This is an optimization exercise on Yosys and OpenROAD, whose aim is small area, a short achievable clock period and few clock cycles, not a production implementation.
Power figures rest on the tool's default switching activity, not on a simulated workload.

v6:
// mest_pro
module mest_pro#(
    parameter OP_CODE_SIZE     = 4,
    parameter INSTRUCTION_SIZE = OP_CODE_SIZE + 8 + 8 + 8,
    parameter ROM_DEPTH = 65536
)(
    input clk,
    input i_reset_n,
    input i_start,
    output [$clog2(ROM_DEPTH)-1  :0] o_prog_counter,
    input [INSTRUCTION_SIZE-1    :0] i_instruction,
    output [8-1 :0] o_result,
    output o_valid_result,
    output o_carry,
    output o_zero_flag,
    output o_all_done
);
wire       issue;       
wire       run;         
wire       start;
wire [3:0] op   = i_instruction[27:24];
wire       is_jmp  = issue & (op == 4'd8);
wire       is_ret  = issue & (op == 4'd9);
wire       is_halt = issue & (op == 4'd15);
wire       x_s0, x_cin;
wire [7:0] x_a;
wire [7:1] x_bm;
wire [8:0] x_y;
wire       x_valid;
mest_pro_ctrlr u_ctrlr(
    .clk        (clk),
    .i_reset_n  (i_reset_n),
    .i_start    (i_start),
    .i_redirect (is_jmp | is_ret),
    .i_halt     (is_halt),
    .o_start    (start),
    .o_run      (run),
    .o_issue    (issue),
    .o_all_done (o_all_done)
);
  ...
For scale: roughly 92 flip-flops.
==> module mest_pro_fetch, before the edit <==
module mest_pro_fetch(
    input  clk,
    input  i_reset_n,
    input  i_run,
    input  i_start,
    input  i_jmp,
    input  i_ret,
    input  [7:0] i_const_K,
    output [15:0] o_prog_counter
);
reg [15:0] pc;
reg [15:0] ret_pc;
wire [15:0] pc_inc = pc + 16'd1;
always @(posedge clk or negedge i_reset_n)
begin
    if (~i_reset_n) begin
        pc     <= 16'd0;
        ret_pc <= 16'd0;
    end else begin
        if (i_jmp)
            ret_pc <= pc;
        if (~i_run)
            pc <= {15'd0, i_start};
        else if (i_jmp)
            pc <= {8'd0, i_const_K};
        else if (i_ret)
            pc <= ret_pc;
        else
            pc <= pc_inc;
    end
end
assign o_prog_counter = pc;
endmodule
==> module mest_pro_decode, before the edit <==
module mest_pro_decode(
    input  clk,
    input  i_reset_n,
    input  i_issue,
    input  [27:0] i_instr,
    output reg o_valid,
    output reg o_s0,
    output reg o_cin,
    output reg [7:0] o_a,
    output reg [7:1] o_bm,
    output reg [8:0] o_y
);
wire [3:0] op = i_instr[27:24];
wire [7:0] a  = i_instr[15:8];
wire [7:0] b  = i_instr[7:0];
wire       mul = (op == 4'd2);
wire       shl = (op == 4'd6);
reg [7:0] x;
reg [8:0] y;
always @(*)
begin
    x = 8'd0;
    y = 9'd0;
    case (op)
    4'd0: begin x = a; y = {1'b0, b}; end
    4'd1: begin x = a; y = ~{1'b0, b}; end
    4'd2: x = a;
    4'd3: x = a & b;
    4'd4: x = a | b;
    4'd5: x = {1'b0, a[7:1]};
    4'd6: x = a;
    4'd7: begin x = ~a; y = {1'b1, 8'd0}; end
    default: ;
    endcase
end
always @(posedge clk or negedge i_reset_n)
begin
    if (~i_reset_n)
        o_valid <= 1'b0;
    else
        o_valid <= i_issue;
end
always @(posedge clk)
begin
    o_s0  <= mul ? b[0] : ~shl;
    o_bm  <= mul ? b[7:1] : {6'd0, shl};
    o_cin <= (op == 4'd1);
    o_a   <= x;
    o_y   <= y;
end
endmodule
==> module mest_pro, before the edit <==
module mest_pro#(
    parameter OP_CODE_SIZE     = 4,
    parameter INSTRUCTION_SIZE = OP_CODE_SIZE + 8 + 8 + 8,
    parameter ROM_DEPTH = 65536
)(
    input clk,
    input i_reset_n,
    input i_start,
    output [$clog2(ROM_DEPTH)-1  :0] o_prog_counter,
    input [INSTRUCTION_SIZE-1    :0] i_instruction,
    output [8-1 :0] o_result,
    output o_valid_result,
    output o_carry,
    output o_zero_flag,
    output o_all_done
);
wire       issue;       
wire       run;         
wire       start;
wire [3:0] op   = i_instruction[27:24];
wire       is_jmp  = issue & (op == 4'd8);
wire       is_ret  = issue & (op == 4'd9);
wire       is_halt = issue & (op == 4'd15);
wire       x_s0, x_cin;
wire [7:0] x_a;
wire [7:1] x_bm;
wire [8:0] x_y;
wire       x_valid;
mest_pro_ctrlr u_ctrlr(
    .clk        (clk),
    .i_reset_n  (i_reset_n),
    .i_start    (i_start),
    .i_redirect (is_jmp | is_ret),
    .i_halt     (is_halt),
    .o_start    (start),
    .o_run      (run),
    .o_issue    (issue),
    .o_all_done (o_all_done)
);
mest_pro_fetch u_fetch(
    .clk            (clk),
    .i_reset_n      (i_reset_n),
    .i_run          (run),
    .i_start        (start),
    .i_jmp          (is_jmp),
    .i_ret          (is_ret),
    .i_const_K      (i_instruction[23:16]),
    .o_prog_counter (o_prog_counter)
);
mest_pro_decode u_decode(
    .clk        (clk),
    .i_reset_n  (i_reset_n),
    .i_issue    (issue),
    .i_instr    (i_instruction),
    .o_valid    (x_valid),
    .o_s0       (x_s0),
    .o_cin      (x_cin),
    .o_a        (x_a),
    .o_bm       (x_bm),
    .o_y        (x_y)
);
mest_pro_exec u_exec(
    .clk            (clk),
    .i_reset_n      (i_reset_n),
    .i_valid        (x_valid),
    .i_s0           (x_s0),
    .i_cin          (x_cin),
    .i_a            (x_a),
    .i_bm           (x_bm),
    .i_y            (x_y),
    .o_valid_result (o_valid_result),
    .o_result       (o_result),
    .o_carry        (o_carry),
    .o_zero_flag    (o_zero_flag)
);
endmodule
Settings: LEC_CHECK=0, ABC_AREA=1, CAP_MARGIN=20, CORE_MARGIN=2, CORE_UTILIZATION=60, CTS_BUF_LIST=sky130_fd_sc_hd__clkbuf_8, SETUP_SLACK_MARGIN=2.95, SLEW_MARGIN=20; clock period 5.0 ns.
standard.sh (not shown) runs the stock make flow with config.mk's settings and CLKGATE_MAP_FILE= SYNTH_SCRIPT=/design/flow/synth_recipe.tcl, a recipe that flattens the netlist after the stock synthesis.
==> flow/flow/run.sh <==
#!/bin/bash
# Layout: the standard synthesis, then the standard ORFS steps with plain
# buffers (not delay cells) on the ports and free resizing.
set -euo pipefail
bash standard.sh synth > synth.log 2>&1
bash standard.sh BUFFER_PORTS_ARGS="-buffer_cell sky130_fd_sc_hd__buf_1" MATCH_CELL_FOOTPRINT=0 finish > layout.log 2>&1
Modified inputs, v7 compared to v6
--- a/flow/design.v
+++ b/flow/design.v
@@ -33,4 +33,5 @@
     input  i_run,
     input  i_start,
+    input  i_halt,
     input  i_jmp,
     input  i_ret,
@@ -55,4 +56,6 @@
         else if (i_ret)
             pc <= ret_pc;
+        else if (i_halt)
+            pc <= 16'd0;
         else
             pc <= pc_inc;
@@ -77,5 +80,4 @@
 wire [7:0] b  = i_instr[7:0];
 wire       mul = (op == 4'd2);
-wire       shl = (op == 4'd6);
 reg [7:0] x;
 reg [8:0] y;
@@ -91,5 +93,5 @@
     4'd4: x = a | b;
     4'd5: x = {1'b0, a[7:1]};
-    4'd6: x = a;
+    4'd6: begin x = {a[6:0], 1'b0}; y = {a[7], 8'd0}; end
     4'd7: begin x = ~a; y = {1'b1, 8'd0}; end
     default: ;
@@ -105,6 +107,6 @@
 always @(posedge clk)
 begin
-    o_s0  <= mul ? b[0] : ~shl;
-    o_bm  <= mul ? b[7:1] : {6'd0, shl};
+    o_s0  <= mul ? b[0] : 1'b1;
+    o_bm  <= mul ? b[7:1] : 7'd0;
     o_cin <= (op == 4'd1);
     o_a   <= x;
@@ -302,4 +304,5 @@
     .i_run          (run),
     .i_start        (start),
+    .i_halt         (is_halt),
     .i_jmp          (is_jmp),
     .i_ret          (is_ret),
- Compared v7 vs v6, and biggest cell delay along the critical path is down in v7.
- Relative to v6, the data arrival at the endpoint of the critical path of v7 is lower by 0.03 ns.
- Looking at wire length of the first global-routing pass, v7 sits about 3.5% lower than v6 does.
- v6 → v7: setup slack at placement climbed 0.38 ns; multiplexer share of the synthesized area dropped 0.63 points; critical path depth dropped 2; area used by multi-input combinational logic dropped 3.7%; power density over the cells dropped 59 nW/um^2.
- Compared with v6, non-clock inverter total of the final layout in v7 decreased by more than 10%.
- The run with more routed wire is v6, not v7.
- v7 vs v6 — detailed-routed wire length on met2 dropped by more than 10%
- Post-detailed-placement cell area, v7 vs v6: down slightly
No functional check of the RTL was part of any run of this note.


mest_pro, a different RTL version from the one above (not shown whole).
Size: roughly 530 cells after synthesis, ~93 flip-flops, roughly 59 I/O pins, ~4600 um^2 of cells after synthesis.
==> flow/config.mk <==
export PLATFORM = sky130hd
export DESIGN_NAME = mest_pro
export DESIGN_NICKNAME = mest_pro
export VERILOG_FILES = /design/flow/design.v
export SDC_FILE = /design/flow/constraint.sdc
export NUM_CORES = 4
export LEC_CHECK = 0
export ABC_AREA = 1
export CAP_MARGIN = 20
export CORE_MARGIN = 2
export CORE_UTILIZATION = 60
export CTS_BUF_LIST = sky130_fd_sc_hd__clkbuf_8
export SETUP_SLACK_MARGIN = 2.95
export SLEW_MARGIN = 20
==> flow/constraint.sdc <==
create_clock -name core_clock -period 5.0 [get_ports {clk}]
set_input_delay 1.0000 -clock core_clock [delete_from_list [all_inputs] [get_ports {clk}]]
set_output_delay 1.0000 -clock core_clock [all_outputs]
set_load 0.01 [all_outputs]
==> flow/flow/run.sh <==
#!/bin/bash
# Layout: the standard synthesis, then the standard ORFS steps with plain
# buffers (not delay cells) on the ports and free resizing.
set -euo pipefail
bash standard.sh synth > synth.log 2>&1
bash standard.sh BUFFER_PORTS_ARGS="-buffer_cell sky130_fd_sc_hd__buf_1" MATCH_CELL_FOOTPRINT=0 CTS_ARGS="-sink_clustering_enable -repair_clock_nets -buf_list sky130_fd_sc_hd__clkbuf_8 -dont_use_dummy_load" finish > layout.log 2>&1
Then changed:
--- a/flow/design.v
+++ b/flow/design.v
@@ -46,40 +46,39 @@
 integer i;
 always @(*)
 begin
     for (i = 0; i < 4; i = i + 1) begin
         cy[4*i]   = gc[i];
         cy[4*i+1] = gc[i] & pc[4*i];
         cy[4*i+2] = gc[i] & pc[4*i] & pc[4*i+1];
         cy[4*i+3] = gc[i] & pc[4*i] & pc[4*i+1] & pc[4*i+2];
     end
 end
 wire [15:0] pc_inc = pc ^ cy;
+wire [15:0] pc_seq = i_run ? pc_inc : {15'd0, i_start};
 always @(posedge clk or negedge i_reset_n)
 begin
     if (~i_reset_n) begin
         pc     <= 16'd0;
         ret_pc <= 16'd0;
     end else begin
         if (i_jmp)
             ret_pc <= pc;
-        if (~i_run)
-            pc <= {15'd0, i_start};
-        else if (i_jmp)
+        if (i_jmp)
             pc <= {8'd0, i_const_K};
         else if (i_ret)
             pc <= ret_pc;
         else if (i_halt)
             pc <= 16'd0;
         else
-            pc <= pc_inc;
+            pc <= pc_seq;
     end
 end
 assign o_prog_counter = pc;
 endmodule
 module mest_pro_decode(
     input  clk,
     input  i_reset_n,
     input  i_issue,
     input  [27:0] i_instr,
     output reg o_valid,
     output reg o_s0,
@@ -189,61 +188,59 @@
 wire p_46 = (p_32 & p_35) | (p_34 & (p_32 ^ p_35));
 wire p_47 = (i_a[6] & i_bm[2]) ^ (i_a[5] & i_bm[3]);
 wire p_48 = (i_a[4] & i_bm[4]) ^ (i_a[3] & i_bm[5]);
 wire p_49 = (i_a[2] & i_bm[6]) ^ (i_a[1] & i_bm[7]);
 wire p_50 = ((i_a[7] & i_bm[1]) | i_y[8]) ^ p_24;
 wire p_51 = p_47 ^ p_48;
 wire p_52 = p_49 ^ p_22;
 wire p_53 = p_50 ^ p_51;
 wire p_54 = p_36 ^ p_52;
 wire p_55 = p_53 ^ p_54;
 wire p_56 = p_38 ^ p_55;
-reg [17:0] q;
+wire p_57 = p_56 ^ p_46;
+reg [16:0] q;
 reg v1;
 always @(posedge clk)
 begin
     q[0] <= p_1;
     q[1] <= p_3;
     q[2] <= p_7;
     q[3] <= p_13;
     q[4] <= p_12;
     q[5] <= p_14;
     q[6] <= p_39;
     q[7] <= p_26;
     q[8] <= p_41;
     q[9] <= p_40;
     q[10] <= p_33;
     q[11] <= p_43;
     q[12] <= p_42;
     q[13] <= p_37;
     q[14] <= p_45;
     q[15] <= p_44;
-    q[16] <= p_56;
-    q[17] <= p_46;
+    q[16] <= p_57;
 end
 wire s_1 = q[4] ^ q[5];
 wire s_2 = q[4] & q[5];
 wire s_3 = q[7] ^ q[8] ^ q[9];
 wire s_4 = (q[7] & q[8]) | (q[9] & (q[7] ^ q[8]));
 wire s_5 = q[10] ^ q[11] ^ q[12];
 wire s_6 = (q[10] & q[11]) | (q[12] & (q[10] ^ q[11]));
 wire s_7 = q[13] ^ q[14] ^ q[15];
 wire s_8 = (q[13] & q[14]) | (q[15] & (q[13] ^ q[14]));
-wire s_9 = q[16] ^ q[17];
-wire s_10 = q[16] & q[17];
 wire [4:0] fx, fy;
 assign fx[0] = q[6];
 assign fx[1] = s_3;
 assign fx[2] = s_5;
 assign fx[3] = s_7;
-assign fx[4] = s_9;
+assign fx[4] = q[16];
 assign fy[0] = s_1;
 assign fy[1] = s_2;
 assign fy[2] = s_4;
 assign fy[3] = s_6;
 assign fy[4] = s_8;
 wire [4:0] ag = fx & fy;
 wire [4:0] ap = fx ^ fy;
 wire ag0_1 = ag[1] | (ap[1] & ag[0]);
 wire ap0_1 = ap[1] & ap[0];
 wire ag0_3 = ag[3] | (ap[3] & ag[2]);
 wire ap0_3 = ap[3] & ap[2];
=> The new run finished clean. Combinational power shrinks by 6.9%. Routed wire length grows by 3.2%. Clock-buffer cell count is unchanged. Design area is about the same. Setup slack is worse by 0.45 ns. Clock skew shrinks by 0.0036 ns.
Function was not checked in any run of this note: the RTL went through the layout flow alone.


mest_pro with an RTL version that a note above also has.
Size: roughly 570 cells after synthesis, about 92 flip-flops, ~59 I/O pins, ~4800 sq um of cells after synthesis.
## mest_pro
module mest_pro#(
    parameter OP_CODE_SIZE     = 4,
    parameter INSTRUCTION_SIZE = OP_CODE_SIZE + 8 + 8 + 8,
    parameter ROM_DEPTH = 65536
)(
    input clk,
    input i_reset_n,
    input i_start,
    output [$clog2(ROM_DEPTH)-1  :0] o_prog_counter,
    input [INSTRUCTION_SIZE-1    :0] i_instruction,
    output [8-1 :0] o_result,
    output o_valid_result,
    output o_carry,
    output o_zero_flag,
    output o_all_done
);
==> flow/config.mk <==
export PLATFORM = sky130hd
export DESIGN_NAME = mest_pro
export DESIGN_NICKNAME = mest_pro
export VERILOG_FILES = /design/flow/design.v
export SDC_FILE = /design/flow/constraint.sdc
export NUM_CORES = 4
export LEC_CHECK = 0
export ABC_AREA = 1
export CAP_MARGIN = 20
export CORE_MARGIN = 2
export CORE_UTILIZATION = 60
export CTS_BUF_LIST = sky130_fd_sc_hd__clkbuf_8
export SETUP_SLACK_MARGIN = 2.9
export SLEW_MARGIN = 20
==> flow/constraint.sdc <==
create_clock -name core_clock -period 5.0 [get_ports {clk}]
set_input_delay 1.0000 -clock core_clock [delete_from_list [all_inputs] [get_ports {clk}]]
set_output_delay 1.0000 -clock core_clock [all_outputs]
set_load 0.01 [all_outputs]
==> flow/flow/run.sh <==
#!/bin/bash
# Layout: the standard synthesis, then the standard ORFS steps with plain
# buffers (not delay cells) on the ports and free resizing.
set -euo pipefail
bash standard.sh synth > synth.log 2>&1
bash standard.sh BUFFER_PORTS_ARGS="-buffer_cell sky130_fd_sc_hd__buf_1" MATCH_CELL_FOOTPRINT=0 finish > layout.log 2>&1
The first run passed the timing, design-rule and antenna checks.
Rerun with:
--- a/flow/design.v
+++ b/flow/design.v
@@ -31,8 +31,9 @@
     input  clk,
     input  i_reset_n,
     input  i_run,
     input  i_start,
+    input  i_halt,
     input  i_jmp,
     input  i_ret,
     input  [7:0] i_const_K,
     output [15:0] o_prog_counter
@@ -53,8 +54,10 @@
         else if (i_jmp)
             pc <= {8'd0, i_const_K};
         else if (i_ret)
             pc <= ret_pc;
+        else if (i_halt)
+            pc <= 16'd0;
         else
             pc <= pc_inc;
     end
 end
@@ -75,9 +78,8 @@
 wire [3:0] op = i_instr[27:24];
 wire [7:0] a  = i_instr[15:8];
 wire [7:0] b  = i_instr[7:0];
 wire       mul = (op == 4'd2);
-wire       shl = (op == 4'd6);
 reg [7:0] x;
 reg [8:0] y;
 always @(*)
 begin
@@ -89,9 +91,9 @@
     4'd2: x = a;
     4'd3: x = a & b;
     4'd4: x = a | b;
     4'd5: x = {1'b0, a[7:1]};
-    4'd6: x = a;
+    4'd6: begin x = {a[6:0], 1'b0}; y = {a[7], 8'd0}; end
     4'd7: begin x = ~a; y = {1'b1, 8'd0}; end
     default: ;
     endcase
 end
@@ -103,10 +105,10 @@
         o_valid <= i_issue;
 end
 always @(posedge clk)
 begin
-    o_s0  <= mul ? b[0] : ~shl;
-    o_bm  <= mul ? b[7:1] : {6'd0, shl};
+    o_s0  <= mul ? b[0] : 1'b1;
+    o_bm  <= mul ? b[7:1] : 7'd0;
     o_cin <= (op == 4'd1);
     o_a   <= x;
     o_y   <= y;
 end
@@ -300,8 +302,9 @@
     .clk            (clk),
     .i_reset_n      (i_reset_n),
     .i_run          (run),
     .i_start        (start),
+    .i_halt         (is_halt),
     .i_jmp          (is_jmp),
     .i_ret          (is_ret),
     .i_const_K      (i_instruction[23:16]),
     .o_prog_counter (o_prog_counter)
Outcome: Global-route usage falls by 0.40 points. Power falls by 18%. Wire length went down by 4.0%. Non-clock buffer count is higher by 2. Critical path depth stays the same. Cell count drops by 1.2%. Synthesized cell count shrinks by 2.1%. Setup slack barely changes. Design area fell by 2.5%. Via count hardly moves.
No functional check of the RTL was part of any run of this note.

## what the ideal ports hide
How much do the figures lean on ideal ports? The routed layouts below were timed once more, with nothing changed but the port constraints. Step 1 sets driving cells, clkbuf_16 on the clock port and buf_2 on the other inputs (assumed; they add their load-dependent delay and slew). Step 2, shift: input delay + t, output delay - t, t = (earliest + latest rising clock arrival at the registers) / 2. This alone moves slack from input paths to output paths. Slacks: no drivers / after step 1 / after step 2; pairs: no drivers / after step 1.
| run | t, ns | setup WS [ns] | worst slew at a driven data input, ns |
|---|---|---|---|
| v6 | 0.380 | 2.769 / 2.769 / 2.745 | 0.04 |
| v7 | 0.381 | 2.782 / 2.782 / 2.699 | 0.03 |
| the first run of note 2 | 0.364 | 3.011 / 3.022 / 2.660 | 0.03 |
| the second run of note 2 | 0.364 | 2.562 / 2.562 / 2.562 | 0.04 |
| the first run of note 3 | 0.383 | 2.796 / 2.796 / 2.700 | 0.04 |
| the second run of note 3 | 0.382 | 2.797 / 2.797 / 2.689 | 0.03 |
After both steps every run listed still meets setup and hold. The setup slack of the first run of note 2, which loses most, moves by +0.011 ns with the drivers and by -0.351 ns with both steps.
